This design comes from an exercise in tuning for small area on the open sky130 flow, not from production work.
In this exercise RTL edits were held to simulation tests only and were not proved equivalent to the original.

<file path="flow/config.mk">
export PLATFORM = sky130hd
export DESIGN_NAME = FFT_top
export DESIGN_NICKNAME = FFT_top
export VERILOG_FILES = /design/flow/design.v
export SDC_FILE = /design/flow/constraint.sdc
export NUM_CORES = 4
export LEC_CHECK = 0
export CAP_MARGIN = 20
export CORE_MARGIN = 2
export CORE_UTILIZATION = 70
export CTS_BUF_LIST = sky130_fd_sc_hd__clkbuf_16
export CTS_CLUSTER_DIAMETER = 100
export CTS_CLUSTER_SIZE = 25
export SLEW_MARGIN = 20
</file>
<file path="flow/constraint.sdc">
create_clock -name core_clock -period 12.0 [get_ports {clk}]
set_input_delay 2.4000 -clock core_clock [delete_from_list [all_inputs] [get_ports {clk}]]
set_output_delay 2.4000 -clock core_clock [all_outputs]
set_load 0.01 [all_outputs]
</file>
<file path="flow/design.v">
module rca #(parameter W = 16) (
  input  wire [W-1:0] a, b,
  input  wire         ci,
  output wire [W-1:0] s
);
  wire [W:0] c;
  assign c[0] = ci;
  genvar i;
  generate for (i = 0; i < W; i = i + 1) begin : g
    assign s[i]   = a[i] ^ b[i] ^ c[i];
    assign c[i+1] = (a[i] & b[i]) | (a[i] & c[i]) | (b[i] & c[i]);
  end endgenerate
endmodule
module mulw (
  input  wire [16:0] u,
  output wire [15:0] y
);
  wire [19:0] u20 = {{3{u[16]}}, u};
  wire [22:0] u23 = {{6{u[16]}}, u};
  wire [23:0] u24 = {{7{u[16]}}, u};
  wire [19:0] a;             
  wire [22:0] a23 = {{3{a[19]}}, a};
  wire [22:0] b;             
  wire [23:0] c;             
  wire [29:0] b30 = {{7{b[22]}}, b};
  wire [29:0] c30 = {{6{c[23]}}, c};
  wire [29:0] r;             
  assign a[1:0] = u[1:0];
  rca #(18) ra (.a(u20[19:2]), .b(u20[17:0]), .ci(1'b0), .s(a[19:2]));
  assign b[2:0] = a[2:0];
  rca #(20) rb (.a(a23[22:3]), .b(a23[19:0]), .ci(1'b0), .s(b[22:3]));
  assign c[5:0] = u[5:0];
  rca #(18) rc (.a(u24[23:6]), .b(u24[17:0]), .ci(1'b0), .s(c[23:6]));
  assign r[7:0] = c[7:0];
  rca #(22) rr (.a(b30[21:0]), .b(c30[29:8]), .ci(1'b0), .s(r[29:8]));
  assign y = r[29:14];
endmodule
module FFT_top (
input	wire 			clk,reset_n,
input	wire			start,
input	wire 	[15:0]	s_in,
output	wire 			s2p_en,
output	wire[15:0]		X_0_re,X_1_re,
						X_4_re,X_5_re,
						X_0_im,X_1_im,
						X_4_im,X_5_im,
						X_2_re,X_3_re,
						X_6_re,X_7_re,
						X_2_im,X_3_im,
						X_6_im,X_7_im
);
reg       toggle, en, primed;
reg [2:0] p;                  
always @(posedge clk, negedge reset_n) begin
  if (!reset_n) begin
    toggle <= 1'b0; en <= 1'b0; p <= 3'd0; primed <= 1'b0;
  end else begin
    if (start) toggle <= ~toggle;
    en <= toggle & ~start;
    if (en) p <= p + 3'd1;
    if (en && p == 3'd7) primed <= 1'b1;
  end
end
assign s2p_en = en;
wire p0 = (p == 3'd0), p1 = (p == 3'd1), p2 = (p == 3'd2), p3 = (p == 3'd3);
wire p4 = (p == 3'd4), p5 = (p == 3'd5), p6 = (p == 3'd6), p7 = (p == 3'd7);
wire       en_n = toggle & ~start;            
wire [2:0] p_n  = en ? p + 3'd1 : p;          
wire       n0 = en_n & (p_n == 3'd0), n1 = en_n & (p_n == 3'd1);
wire       n2 = en_n & (p_n == 3'd2), n6 = en_n & (p_n == 3'd6);
reg        q0, q1, q2, q6, nq0, kC, kR1, kR2;
always @(posedge clk) begin
  q0 <= n0; q1 <= n1; q2 <= n2; q6 <= n6;
  nq0 <= ~n0;
  kC  <= ~(n1 | n2);
  kR1 <= ~(n0 | n1);
  kR2 <= ~(n6 | n0 | n1);
end
reg [15:0] d1, d2;             
always @(posedge clk) if (en) begin d1 <= s_in; d2 <= d1; end
reg [15:0] X0a, ABa, A2p;
reg [15:1] X4a;
wire [15:0] xg = en ? d2 : 16'd0;
wire        sub4  = en & (p6 | p7 | p0 | p1);
wire        subab = en & (p4 | p5 | p0 | p1);
wire        init0 = en & p2;
wire        initab = en & (p2 | p6);
wire [15:0] x0s, x4s, abs_;
rca #(16) ax0 (.a(init0  ? 16'd0 : X0a), .b(xg),                 .ci(1'b0),  .s(x0s));
rca #(16) ax4 (.a(init0  ? 16'd0 : {X4a[15:1], X0a[0]}), .b(xg ^ {16{sub4}}), .ci(sub4), .s(x4s));
rca #(16) aab (.a(initab ? 16'd0 : ABa), .b(xg ^ {16{subab}}),   .ci(subab), .s(abs_));
always @(posedge clk) begin
  X0a <= x0s; X4a <= x4s[15:1]; ABa <= abs_;
  if (en && p6) A2p <= ABa;
end
wire [15:0] df;
rca #(16) adf (.a(d2), .b(~d1), .ci(1'b1), .s(df));
reg  [15:0] C, D;
reg  [16:0] R1, R2;           
reg         m_p, nz_p, nzv_p;
wire [15:0] my;
mulw umul (.u(R1), .y(my));
wire [15:0] pa = (R2[15:0] & {16{q0}}) | (C & {16{q1}}) | (D & {16{q2}});
wire [15:0] pb = (df & {16{q0}}) | (my & {16{nq0}});
wire [16:0] XS, YS;
rca #(17) aX (.a({pa[15], pa}), .b({pb[15], pb}),   .ci(q2 & nzv_p),    .s(XS));
rca #(17) aY (.a({pa[15], pa}), .b(~{pb[15], pb}),  .ci(~(q2 & nzv_p)), .s(YS));
wire        m_n = (df == 16'h8000);
wire [16:0] u1r = {YS[16] ^ m_n, YS[15:0]};             
always @(posedge clk) begin
  C  <= (df & {16{q2}}) | (YS[15:0] & {16{q1}}) | (C & {16{kC}});
  R1 <= (u1r & {17{q0}}) | (R2 & {17{q1}}) | (R1 & {17{kR1}});
  R2 <= ({1'b0, df} & {17{q6}}) | (XS & {17{q0 | q1}}) | (R2 & {17{kR2}});
  if (en && p4) D <= df;
  if (en && p0) begin
    m_p <= m_n; nz_p <= |u1r[13:0]; nzv_p <= |XS[13:0];
  end
end
wire [15:0] P = R2[15:0], Q = C, R = YS[15:0], S = XS[15:0];
reg [15:0] H0, HP, HR;
reg [15:1] H4, HA2, HB2, HQ, HS;
reg        Hm, Hnz;
reg        ld, kp;
always @(posedge clk, negedge reset_n) begin
  if (!reset_n) begin
    ld <= 1'b0; kp <= 1'b0;
  end else begin
    ld <= en & p1 & primed;
    kp <= ~(en & p1 & primed);
  end
end
always @(posedge clk, negedge reset_n) begin
  if (!reset_n) begin
    H0 <= 16'd0; H4 <= 15'd0; HA2 <= 15'd0; HB2 <= 15'd0;
    HP <= 16'd0; HQ <= 15'd0; HR <= 16'd0; HS <= 15'd0;
    Hm <= 1'b0; Hnz <= 1'b0;
  end else begin
    H0  <= (X0a        & {16{ld}}) | (H0  & {16{kp}});
    H4  <= (X4a        & {15{ld}}) | (H4  & {15{kp}});
    HA2 <= (A2p[15:1]  & {15{ld}}) | (HA2 & {15{kp}});
    HB2 <= (ABa[15:1]  & {15{ld}}) | (HB2 & {15{kp}});
    HP  <= (P          & {16{ld}}) | (HP  & {16{kp}});
    HQ  <= (Q[15:1]    & {15{ld}}) | (HQ  & {15{kp}});
    HR  <= (R          & {16{ld}}) | (HR  & {16{kp}});
    HS  <= (S[15:1]    & {15{ld}}) | (HS  & {15{kp}});
    Hm  <= (m_p & ld) | (Hm  & kp);
    Hnz <= (nz_p & ld) | (Hnz & kp);
  end
end
wire        b2lsb = H0[1] ^ H4[1];
wire [15:0] fX4 = {H4, H0[0]};
wire [15:0] fA2 = {HA2, b2lsb ^ H0[0]};
wire [15:0] fB2 = {HB2, b2lsb};
wire [15:0] fQ  = {HQ, HP[0]};
wire [15:0] fS  = {HS, HR[0]};
wire [15:0] K  = Hm ? 16'hB504 : 16'd0;
wire [15:0] nK = Hm ? 16'h4AFC : 16'd0;       
wire [15:0] x7r, x3r, x1i, x5i, x2i;
rca #(16) o7r (.a(HP),  .b(K),   .ci(Hnz),  .s(x7r));   
rca #(16) o3r (.a(fQ),  .b(~K),  .ci(~Hnz), .s(x3r));   
rca #(16) o1i (.a(~fS), .b(nK),  .ci(1'b1), .s(x1i));   
rca #(16) o5i (.a(~HR), .b(K),   .ci(1'b1), .s(x5i));   
rca #(16) o2i (.a(~fB2), .b(16'd0), .ci(1'b1), .s(x2i));  
assign X_0_re = H0;   assign X_0_im = 16'd0;
assign X_4_re = fX4;   assign X_4_im = 16'd0;
assign X_2_re = fA2;  assign X_2_im = x2i;
assign X_6_re = fA2;  assign X_6_im = fB2;
assign X_1_re = HP;   assign X_1_im = x1i;
assign X_5_re = fQ;   assign X_5_im = x5i;
assign X_3_re = x3r;  assign X_3_im = HR;
assign X_7_re = x7r;  assign X_7_im = fS;
endmodule
</file>
<file path="flow/flow/run.sh">
#!/bin/bash
# The standard layout (standard.sh), with three changes:
#  - synthesis is the standard flow's own (synth_recipe.tcl, sourced by area_synth.tcl),
#    except that ABC maps the logic with its area-oriented mapper
#    (abc_amap.script) instead of ORFS's speed script; flip-flop mapping and
#    names are untouched;
#  - the port buffers are the smallest buffer (buf_1);
#  - one tie cell drives the constant outputs.
# Each tool's full output goes to standard_flow.log and ORFS's own logs.
set -euo pipefail
export AREA_SYNTH_DIR="$PWD"
bash standard.sh "SYNTH_SCRIPT=$PWD/flow/area_synth.tcl" \
  "BUFFER_PORTS_ARGS=-buffer_cell sky130_fd_sc_hd__buf_1" \
  SKIP_REPAIR_TIE_FANOUT=1 finish > standard_flow.log 2>&1
</file>
<file path="flow/flow/abc_amap.script">
strash
dch
amap
</file>
<file path="flow/flow/area_synth.tcl">
# The standard flow's synthesis (synth_recipe.tcl in the work folder), with ABC's
# technology mapping run with flow/abc_amap.script in place of ORFS's script.
proc abc {args} {
  set i [lsearch -exact $args -script]
  if {$i >= 0} {
    lset args [expr {$i + 1}] $::env(AREA_SYNTH_DIR)/flow/abc_amap.script
  }
  yosys abc {*}$args
}
source $::env(AREA_SYNTH_DIR)/synth_recipe.tcl
</file>
<file path="flow/standard.sh">
#!/bin/bash
# synth_recipe.tcl (not shown) runs the flow's synth.tcl, then flattens the netlist and writes it again
# the make line also repeats each setting of config.mk as NAME=value (left out here)
make -C /OpenROAD-flow-scripts/flow DESIGN_CONFIG=/design/flow/config.mk WORK_HOME=/design/flow/orfs CLKGATE_MAP_FILE= SYNTH_SCRIPT=/design/flow/synth_recipe.tcl "${@:-finish}"
</file>
==> metrics.md, run 1 <==
| Metric | Value |
|---|---|
| Status | `no timing/DRC/antenna violations` |
| Nets@finish | `1858` |
| Period utilization | `94.22%` |
| Most common cell after layout, fill and taps aside | `clkinv_1` |
| Initial antenna violation count | `1` |
| Cell area after synthesis | `16020 um2` |
| Drt total wl | `39.30 mm` |
| Inst Count DP | `1875` |
| Final Hold Viols | `0` |
| Commonest cells after routing, fill and taps aside | `293 x clkinv_1, 242 x buf_1, 173 x fa_1, 130 x dfrtp_1, 113 x nand2_1` |
| Clock-pin slew on the worst setup and hold paths | `around 0.1 ns` |
| Post-Syn Nets | `1637` |
| Max Fanout on Critical Path | `4` |
| # rows | `55` |
| TritonCTS clock tree | `built` |
| Grt total ovfl | `0` |
| Hold_buf cts | `0` |
| I/O Buffers | `243` |
| Crit-path slowest cell | `fa_1` |
| Slew @ Worst Pin | `between 0.9 and 1 ns` |
| GRT Total Usage | `33.88%` |
| Setup TNS | `0 ns` |
| Worst skew pair latency | `just over 0.5 ns` |
| Layout fillers | `~1500` |
| Share of cells above drive strength 1 | `2.596%` |
| Final Setup Violations | `0` |
| Total CTS buffers | `16` |
| Vias in the first global route | `between 10000 and 15000` |
| Hold Crit Class | `reg2reg` |
| CP peak stage delay | `0.54 ns` |
| Die width | `155.3 um` |
| Reg area | `7416 um2` |
| Synth warn | `1` |
| Reg-to-Reg Start | `R1[6]` |
| Max Fclk | `88.44 MHz` |
| Max_cap viols | `0` |
| Area of the multi-input gates | `~7100 um2` |
| Layout Cells excl Fill | `1903` |
| Type of origin of the critical path | `flop` |
| EDFF count, synth | `66` |
| Flop2flop setup slack | `0.69 ns` |
| # diodes | `0` |
| Synthesized flop and latch total | `304` |
| Clock Path Buffers | `3` |
| Mean area per synthesized cell | `11.55 um2` |
| Number of DRC markers in iteration 0 | `1231` |
| Crit-path most repeated cell | `fa_1` |
| Die area | `24110 um2` |
| Sink Count | `between 300 and 400` |
| Core ar. | `22570 um2` |
| Predominant post-synthesis flop cell | `dfrtp_1` |
| CP endpoint kind | `flop` |
| Worst hold slack | `around 0.45 ns` |
| Synth unique cells | `33` |
| Hold_sp | `X0a[10]` |
| Pins Over Slew Limit | `0` |
| Async set or reset register ratio after synthesis | `a little over two fifths` |
| Largest net degree at the start of global routing | `between 70 and 80` |
| # IOs | `276` |
| P&R area growth vs syn | `9.263%` |
| Post-cts sizing count | `0` |
| Critical Path AT | `11.75 ns` |
| Residual DRC count | `0` |
| Kind of critical path | `reg2reg` |
| TritonRoute pass-1 iters | `7` |
| Wirelength per Cell | `20.65 um` |
| Post-CTS setup buffers | `0` |
| Min cycle time layout | `11.31 ns` |
| Setup Skew | `0.02174 ns` |
| WP data required | `about 12 ns` |
| Vias | `11390` |
| Sequential area share after synthesis | `a little under half` |
| Relative slew slack | `38.40%` |
| Initial core utilization | `70.97%` |
| Mapped Cells | `~1400` |
| First-pass GRT wire length | `between 60 and 70 mm` |
| CTS H-tree depth | `1` |
| Die height | `roughly 160 um` |
| Unrepaired setup endpoints after global routing | `false` |
| RePlAce Congestion | `0.9038` |
| Post-DP HPWL | `29.14 mm` |
| CTS root buf | `clkbuf_16` |
| Number of antenna-violating nets in the routed design | `0` |
| Vias per inst | `5.984` |
| Worst Setup SP | `R1[6]` |
routing by layer:
metal / GRT usage [%] / share of wire, % / up-vias
li1: - / - / 5056
met1: 48.62 / 41 / 5673
met2: 55.47 / 49 / 580
met3: 4.875 / 7.5 / 76
met4: 9.436 / 3.0 / 2
met5: 0 / 0.025 / -
Yosys cell counts, types with 2 or more instances:
cell type  instances  area share [%]
o32ai_1            3            0.16
nand2_1          113             2.6
nor2b_1            3            0.12
or4_1              4            0.19
edfxtp_1          66              12
xor2_1             4            0.22
a22oi_1           43             2.0
nand4_1            7            0.27
ha_1              58             4.5
o221ai_1          18            0.98
a222oi_1          15            0.94
clkinv_1         294             6.9
dfrtp_1          133              21
nor2_1            44             1.0
a22o_1            47             2.6
a21oi_1           11            0.34
dfxtp_1          105              13
o31ai_1            2           0.094
o22ai_1           67             2.6
o21ai_0          109             3.4
nor3_1             2           0.062
buf_4             56             2.6
fa_1             173              22
worst max-delay path: cells and delay by family (launching register included):
kind / cells / cell delay (ns)
compound gates: 5 / 1.30
fa+ha+maj: 22 / 8.78
buf+inv: 7 / 0.68
flops: 1 / 0.34
simple gates: 2 / 0.13
metrics by stage:
stage / instance area [um2] / util, % / setup WS [ns]
6_report: 17500 / 77.54 / 0.6932
3_3_place_gp: 16990 / 75.28 / 0.9224
5_1_grt: 17500 / 77.54 / 0.08473
3_5_place_dp: 17020 / 75.41 / 0.7262
2_1_floorplan: 16020 / - / 1.252
4_1_cts: 17500 / 77.54 / 0.6863
registers in the layout, summed over array words and instances (netlist names), 16 cells and up:
register / cells
R1: 17
D: 16
ABa: 16
d1: 16
HP: 16
d2: 16
R2: 17
C: 16
HR: 16
X0a: 16
H0: 16
layout make-up:
class                   count  share of cell area (%)
well taps                 285                   2.037
multi-input cells         732                   40.46
clock inverters            11                  0.3217
clock buffers              17                   2.430
flip-flops and latches    304                   42.37
inverters                 294                   6.305
repair buffers            260                   6.076
cells by family (layout without fill, tap and decap cells):
family	after synthesis	in the layout	share of synthesized area, %
compound gates	319	319	13.32
xor+xnor	4	4	0.2187
fa+ha+maj	231	231	26.15
buf+inv	351	582	9.537
flops	304	304	46.27
other cells	1	1	0.02341
simple gates	177	177	4.483
final timing paths:
| check | end | depth (start not counted) |
|---|---|---|
| max in group asynchronous | HP[0] | 3 |
| min | H0[10] | 2 |
| min reg2reg | H0[10] | 2 |
| min in group asynchronous | HR[6] | 1 |
| max reg2reg | R2[15] | 36 |
| max | R2[15] | 36 |
==> inputs of run 2 (changes only) <==
==> flow/flow/run.sh (replaced) <==
#!/bin/bash
# The standard layout (standard.sh), with these changes:
#  - synthesis is the standard flow's own (synth_recipe.tcl, sourced by area_synth.tcl),
#    except that ABC maps the logic with its area-oriented mapper
#    (abc_amap.script) instead of ORFS's speed script, and that fa_flip.py
#    then removes inverters around full-adder cells; flip-flop mapping and
#    names are untouched;
#  - the port buffers are the smallest buffer (buf_1);
#  - one tie cell drives the constant outputs.
# Tool output goes to standard_flow.log, fa_flip.log and ORFS's own logs.
set -euo pipefail
export AREA_SYNTH_DIR="$PWD"
bash standard.sh "SYNTH_SCRIPT=$PWD/flow/area_synth.tcl" \
  "BUFFER_PORTS_ARGS=-buffer_cell sky130_fd_sc_hd__buf_1" \
  SKIP_REPAIR_TIE_FANOUT=1 finish > standard_flow.log 2>&1
==> flow/flow/area_synth.tcl (replaced) <==
# The standard flow's synthesis (synth_recipe.tcl in the work folder), with ABC's
# technology mapping run with flow/abc_amap.script in place of ORFS's script,
# and then flow/fa_flip.py run on the written netlist to remove inverters
# around full-adder cells (flip-flops are untouched). Should fa_flip.py fail,
# the netlist stays as synthesis wrote it.
proc abc {args} {
  set i [lsearch -exact $args -script]
  if {$i >= 0} {
    lset args [expr {$i + 1}] $::env(AREA_SYNTH_DIR)/flow/abc_amap.script
  }
  yosys abc {*}$args
}
source $::env(AREA_SYNTH_DIR)/synth_recipe.tcl
set netlist $::env(RESULTS_DIR)/1_2_yosys.v
if {[catch {exec python3 $::env(AREA_SYNTH_DIR)/flow/fa_flip.py $netlist $netlist.flip \
      >>& $::env(AREA_SYNTH_DIR)/fa_flip.log} err]} {
  puts "fa_flip.py failed, keeping the netlist as written: $err"
} else {
  file rename -force $netlist.flip $netlist
}
==> flow/flow/fa_flip.py (new file) <==
#!/usr/bin/env python3
"""Removes inverters around full-adder cells in a flat Yosys netlist.

A full adder with all three inputs and both outputs inverted computes the
same function: FA(~a,~b,~c) gives ~sum and ~carry. This script flips the
polarity of runs of sky130 fa cells along a carry chain (a single cell is a
run of one) whenever that removes more inverters than it adds, and repeats
until no flip helps. Flip-flops and all other cells are left as they are.

usage: fa_flip.py in.v out.v   (in.v and out.v may be the same file)
"""
import re, sys, collections

OUT_PINS = {'X', 'Y', 'Q', 'Q_N', 'SUM', 'COUT', 'HI', 'LO'}
INV_RE = re.compile(r'sky130_fd_sc_hd__(inv|clkinv)_\d+$')

def norm(net):
    return ' '.join(net.split())

def main(src, dst):
    text = open(src).read()
    m = re.search(r'\bmodule\b.*?;', text, re.S)
    endm = text.rindex('endmodule')
    body = text[m.end():endm]
    # split body into statements ending with ';'
    stmts = []
    pos = 0
    for mm in re.finditer(r';', body):
        stmts.append(body[pos:mm.end()])
        pos = mm.end()
    tail = body[pos:]
    inst_re = re.compile(r'^\s*(sky130_fd_sc_hd__\w+)\s+(\S+)\s*\((.*)\)\s*;\s*$', re.S)
    pin_re = re.compile(r'\.(\w+)\s*\(\s*(.*?)\s*\)\s*(?:,|$)', re.S)
    items = []           # ('raw', text) or ('inst', dict)
    insts = {}
    ports = set()
    assigned_rhs = set()
    for st in stmts:
        mi = inst_re.match(st)
        if mi:
            pins = collections.OrderedDict()
            for pm in pin_re.finditer(mi.group(3)):
                pins[pm.group(1)] = norm(pm.group(2))
            d = {'type': mi.group(1), 'name': mi.group(2), 'pins': pins}
            insts[d['name']] = d
            items.append(('inst', d))
        else:
            items.append(('raw', st))
            s = st.strip()
            if s.startswith('assign'):
                lhs, rhs = s[len('assign'):].rstrip(';').split('=', 1)
                for n in re.findall(r'\\\S+\s|[A-Za-z_][\w$]*(?:\[\d+\])?', rhs):
                    assigned_rhs.add(norm(n))
                for n in re.findall(r'\\\S+\s|[A-Za-z_][\w$]*(?:\[\d+\])?', lhs):
                    ports.add(norm(n))
            elif s.startswith(('input', 'output', 'inout')):
                pass
    # port names (with bit selects) are treated as fixed
    hdr = text[:m.end()]
    portnames = set(re.findall(r'[A-Za-z_][\w$]*', hdr.split('(', 1)[1]))
    def fixed(net):
        base = re.sub(r'\[\d+\]$', '', net.lstrip('\\').strip())
        return net in ports or net in assigned_rhs or base in portnames or "'" in net

    def build():
        drv, loads = {}, collections.defaultdict(list)
        for d in insts.values():
            for p, n in d['pins'].items():
                if p in OUT_PINS:
                    drv[n] = (d['name'], p)
                else:
                    loads[n].append((d['name'], p))
        return drv, loads

    def is_inv(name):
        return name in insts and INV_RE.match(insts[name]['type'])

    counter = [0]
    icount = [0]
    def newinst():
        icount[0] += 1
        return '_faflip_inv%d_' % icount[0]
    def newnet():
        counter[0] += 1
        return '_faflip%d_' % counter[0]

    def set_gain(S, drv, loads):
        """Inverters saved by flipping every fa cell named in S (may be < 0)."""
        added = removed = 0
        need_inv = set()
        for name in sorted(S):
            fa = insts[name]
            for p in ('A', 'B', 'CIN'):
                n = fa['pins'][p]
                if "'" in n:
                    return None
                dv = drv.get(n)
                if dv and dv[0] in S:
                    continue                      # flipped driver: stays consistent
                if dv and is_inv(dv[0]):
                    src = drv.get(insts[dv[0]]['pins']['A'])
                    if src and src[0] in S:
                        return None               # inverter between two flipped cells
                    others = [l for l in loads[n] if not (l[0] in S)]
                    if not others and not fixed(n):
                        removed += 1
                else:
                    if not any(is_inv(l[0]) for l in loads[n]):
                        need_inv.add(n)
            for p in ('SUM', 'COUT'):
                o = fa['pins'][p]
                if fixed(o):
                    added += 1
                    continue
                other = False
                for (ln, lp) in loads.get(o, []):
                    if ln in S:
                        continue
                    if is_inv(ln) and not fixed(insts[ln]['pins']['Y']):
                        removed += 1
                    else:
                        other = True
                if other:
                    added += 1
        return removed - added - len(need_inv)

    def flip_set(S, drv, loads):
        newout = {}
        for name in sorted(S):
            fa = insts[name]
            for p in ('SUM', 'COUT'):
                newout[(name, p)] = newnet()
        inv_of = {}
        for name in sorted(S):
            fa = insts[name]
            for p in ('A', 'B', 'CIN'):
                n = fa['pins'][p]
                dv = drv.get(n)
                if dv and dv[0] in S:
                    fa['pins'][p] = newout[dv]
                    continue
                if dv and is_inv(dv[0]):
                    fa['pins'][p] = insts[dv[0]]['pins']['A'] if dv[0] in insts else fa['pins'][p]
                    continue
                inv = next((l[0] for l in loads[n] if is_inv(l[0]) and l[0] in insts), None)
                if inv:
                    fa['pins'][p] = insts[inv]['pins']['Y']
                else:
                    if n not in inv_of:
                        nn = newnet()
                        nm = newinst()
                        insts[nm] = {'type': 'sky130_fd_sc_hd__inv_1', 'name': nm,
                                     'pins': collections.OrderedDict([('A', n), ('Y', nn)])}
                        inv_of[n] = nn
                    fa['pins'][p] = inv_of[n]
        for name in sorted(S):
            fa = insts[name]
            for p in ('SUM', 'COUT'):
                o = fa['pins'][p]
                on = newout[(name, p)]
                fa['pins'][p] = on
                need_true = fixed(o)
                for (ln, lp) in loads.get(o, []):
                    if ln in S:
                        continue                  # rewired above
                    if ln in insts and is_inv(ln) and not fixed(insts[ln]['pins']['Y']):
                        y = insts[ln]['pins']['Y']
                        del insts[ln]
                        for (mn, mp) in loads.get(y, []):
                            if mn in insts:
                                insts[mn]['pins'][mp] = on
                    else:
                        need_true = True
                if need_true:
                    nm = newinst()
                    insts[nm] = {'type': 'sky130_fd_sc_hd__inv_1', 'name': nm,
                                 'pins': collections.OrderedDict([('A', on), ('Y', o)])}
        # drop inverters left without loads
        drv2, loads2 = build()
        for name in list(insts):
            d = insts[name]
            if is_inv(name) and not loads2.get(d['pins']['Y']) and not fixed(d['pins']['Y']):
                del insts[name]

    def chains(drv, loads):
        fas = [n for n, d in insts.items() if d['type'].startswith('sky130_fd_sc_hd__fa_')]
        nxt = {}
        has_prev = set()
        for n in fas:
            co = insts[n]['pins']['COUT']
            ls = loads.get(co, [])
            if len(ls) == 1 and ls[0][1] == 'CIN' and insts[ls[0][0]]['type'].startswith('sky130_fd_sc_hd__fa_'):
                nxt[n] = ls[0][0]
                has_prev.add(ls[0][0])
        out = []
        for n in fas:
            if n in has_prev:
                continue
            c = [n]
            while c[-1] in nxt:
                c.append(nxt[c[-1]])
            out.append(c)
        return out

    flips = 0
    while True:
        drv, loads = build()
        best = None
        cands = []
        for c in chains(drv, loads):
            for i in range(len(c)):
                for j in range(i + 1, len(c) + 1):
                    cands.append(frozenset(c[i:j]))
        for S in cands:
            g = set_gain(S, drv, loads)
            if g is not None and g > 0 and (best is None or g > best[0]):
                best = (g, S)
        if not best:
            break
        flip_set(best[1], drv, loads)
        flips += 1
    # rewrite
    out = [hdr]
    newnets = sorted({n for d in insts.values() for n in d['pins'].values() if n.startswith('_faflip')})
    for n in newnets:
        out.append('\n  wire %s;' % n)
    seen = set()
    for kind, v in items:
        if kind == 'raw':
            out.append(v)
        else:
            if v['name'] in insts:
                d = insts[v['name']]
                seen.add(d['name'])
                out.append('\n  %s %s (%s);' % (d['type'], d['name'],
                           ', '.join('.%s(%s)' % (p, n + (' ' if n.startswith('\\') else '')) for p, n in d['pins'].items())))
    for name, d in insts.items():
        if name not in seen:
            out.append('\n  %s %s (%s);' % (d['type'], d['name'],
                       ', '.join('.%s(%s)' % (p, n + (' ' if n.startswith('\\') else '')) for p, n in d['pins'].items())))
    out.append(tail)
    out.append(text[endm:])
    open(dst, 'w').write(''.join(out))
    ninv = sum(1 for d in insts.values() if INV_RE.match(d['type']))
    sys.stderr.write('fa_flip: %d flips, %d inverters left\n' % (flips, ninv))

if __name__ == '__main__':
    main(sys.argv[1], sys.argv[2])
==> metrics.md, run 2 <==
| Metric | Value |
|---|---|
| First-pass GRT wire length | `62.53 mm (was 62.91 mm)` |
| CP endpoint kind | `flop (unchanged)` |
| Total CTS buffers | `16 (unchanged)` |
| TritonRoute pass-1 iters | `5 (was 7)` |
| GRT Total Usage | `33.96% (was 33.88%)` |
| Max_cap viols | `0 (unchanged)` |
| Post-CTS setup buffers | `0 (unchanged)` |
| Placement Setup Slack | `0.2274 ns (was 0.7262 ns)` |
| Most common cell after layout, fill and taps aside | `clkinv_1 (unchanged)` |
| Synth warn | `1 (unchanged)` |
| Max Fclk | `87.42 MHz (was 88.44 MHz)` |
| Vias in the first global route | `11480 (was 11570)` |
| Critical Path AT | `11.84 ns (was 11.75 ns)` |
| WP data required | `12.41 ns (was 12.44 ns)` |
| Initial antenna violation count | `0 (was 1)` |
| Largest net degree at the start of global routing | `77 (unchanged)` |
| Unrepaired setup endpoints after global routing | `false (unchanged)` |
| Final Setup Violations | `0 (unchanged)` |
| Buf+Inv Stages, Crit Path | `2 (was 7)` |
| Share of cells above drive strength 1 | `3.522% (was 2.596%)` |
| Clock-pin slew on the worst setup and hold paths | `0.11 ns (was 0.10 ns)` |
| Setup Skew | `0.03836 ns (was 0.02174 ns)` |
| CTS root buf | `clkbuf_16 (unchanged)` |
| Number of antenna-violating nets in the routed design | `0 (unchanged)` |
| Slew @ Worst Pin | `0.9710 ns (was 0.9240 ns)` |
| Vias per inst | `6.021 (was 5.984)` |
| Wirelength per Cell | `20.81 um (was 20.65 um)` |
| Die width | `154.7 um (was 155.3 um)` |
| Kind of critical path | `reg2reg (unchanged)` |
| Number of DRC markers in iteration 0 | `980 (was 1231)` |
| Type of origin of the critical path | `flop (unchanged)` |
| Vias | `11300 (was 11390)` |
| Worst skew pair latency | `0.53 ns (was 0.51 ns)` |
| Min cycle time layout | `11.44 ns (was 11.31 ns)` |
| # IOs | `276 (unchanged)` |
| Final Hold Viols | `0 (unchanged)` |
| Nets@finish | `1830 (was 1858)` |
| Biggest regs | `R1: 17 flops, R2: 17 flops (unchanged)` |
| Mapped Cells | `1357 (was 1387)` |
| Grt total ovfl | `0 (unchanged)` |
| Crit-path most repeated cell | `fa_1 (unchanged)` |
| RePlAce Congestion | `0.9384 (was 0.9038)` |
| Period utilization | `95.33% (was 94.22%)` |
| Clock Path Buffers | `3 (unchanged)` |
| TritonCTS clock tree | `built (unchanged)` |
| P&R area growth vs syn | `9.628% (was 9.263%)` |
| Core ar. | `22500 um2 (was 22570 um2)` |
| Status | `no timing/DRC/antenna violations (unchanged)` |
| Commonest cells after routing, fill and taps aside | `246 x clkinv_1, 242 x buf_1, 167 x fa_1, 130 x dfrtp_1, 113 x nand2_1 (was 293 x clkinv_1, 242 x buf_1, 173 x fa_1, 130 x dfrtp_1, 113 x nand2_1)` |
| Relative slew slack | `35.19% (was 38.40%)` |
| CTS H-tree depth | `1 (unchanged)` |
| Post-DP HPWL | `28.84 mm (was 29.14 mm)` |
| Die area | `23950 um2 (was 24110 um2)` |
| Crit-path leading delay family | `adder cells (unchanged)` |
| Post-route cell area | `17440 um2 (was 17500 um2)` |
| Mean area per synthesized cell | `11.72 um2 (was 11.55 um2)` |
| Drt total wl | `39.07 mm (was 39.30 mm)` |
| Hold Crit Class | `reg2reg (unchanged)` |
| Post-Syn Nets | `1607 (was 1637)` |
| Max Fanout on Critical Path | `4 (unchanged)` |
| Initial core utilization | `70.69% (was 70.97%)` |
| Crit-path slowest cell | `fa_1 (unchanged)` |
| # rows | `55 (unchanged)` |
| Residual DRC count | `0 (unchanged)` |
| Sink Count | `304 (unchanged)` |
| Final setup margin | `0.5605 ns (was 0.6932 ns)` |
| Cell area after synthesis | `15910 um2 (was 16020 um2)` |
| Post-DP Area | `16900 um2 (was 17020 um2)` |
| Pins Over Slew Limit | `0 (unchanged)` |
| Setup TNS | `0 ns (unchanged)` |
| CP peak stage delay | `0.48 ns (was 0.54 ns)` |
| Die height | `154.7 um (was 155.3 um)` |
| I/O Buffers | `243 (unchanged)` |
[run 2: layout make-up]
type	instances	area (um2)
multi-input combinational	732	7121
timing repair buffer	262	1059
sequential	304	7421
clock buffer	16	400.4
fill	1539	5065
tap	285	356.6
clock inverter	12	83.83
inverter	264	992.2
antenna	2	5.005
[run 2: through the flow]
stage	utilization (%)	std cells	hold slack (ns)
6_report	77.49	1877	0.4563
5_1_grt	77.47	1875	0.4786
4_1_cts	77.27	1875	0.4575
3_5_place_dp	75.12	1847	0.4368
3_3_place_gp	75.11	1847	0.4299
2_1_floorplan	-	1357	0.4161
[run 2: final timing paths]
| path | slack [ns] | from | cells after the start | end |
|---|---|---|---|---|
| setup / recovery | 0.56 | R1[6] | 30 | R1[15] |
| hold / removal | 0.46 | X0a[3] | 2 | H0[3] |
| hold reg to reg | 0.46 | X0a[3] | 2 | H0[3] |
| max in group asynchronous | 8.42 | reset_n | 3 | ld |
| setup reg to reg | 0.56 | R1[6] | 30 | R1[15] |
| min in group asynchronous | 1.89 | reset_n | 1 | HR[7] |
[run 2: metal layers]
layer | up-vias | routed length [um] | track usage, %
li1 | 4998 | - | -
met2 | 570 | 18530 | 54.72
met5 | - | 0 | 0
met3 | 112 | 3235 | 6.304
met1 | 5622 | 15540 | 47.03
met4 | 0 | 1758 | 12.79
[run 2: tightest hold or removal path, delay by kind of cell (launching register included)]
family	cells	cell delay [ns]
compound gates	1	0.06
flops	1	0.31
buf+inv	1	0.05
[run 2: timing repair]
| item | CTS | global route |
|---|---|---|
| setup endpoints to repair | 0 | 8 |
| resized for setup | 0 | 14 |
| hold buffers | 0 | 0 |

-- separate check: timing with driven ports --
The flow's constraints put no driver on any port. The routed layouts listed below were extracted and timed again, unchanged, in two steps.
Step 1 sets driving cells, clkbuf_16 on the clock port and buf_2 on the other inputs (assumed; they add their load-dependent delay and slew).
Step 2 also shifts input and output timing later by t, the mid clock arrival at the registers, as if the neighbouring blocks saw the same clock.
Slacks: no drivers / after step 1 / after step 2; pairs: no drivers / after step 1.
run	t (ns)	slack for setup (ns)	worst slew at a driven data input, ns
run 1	0.551	0.693 / 0.693 / 0.693	0.06
run 2	0.565	0.561 / 0.561 / 0.561	0.09
After both steps setup and hold are still met in every run listed.
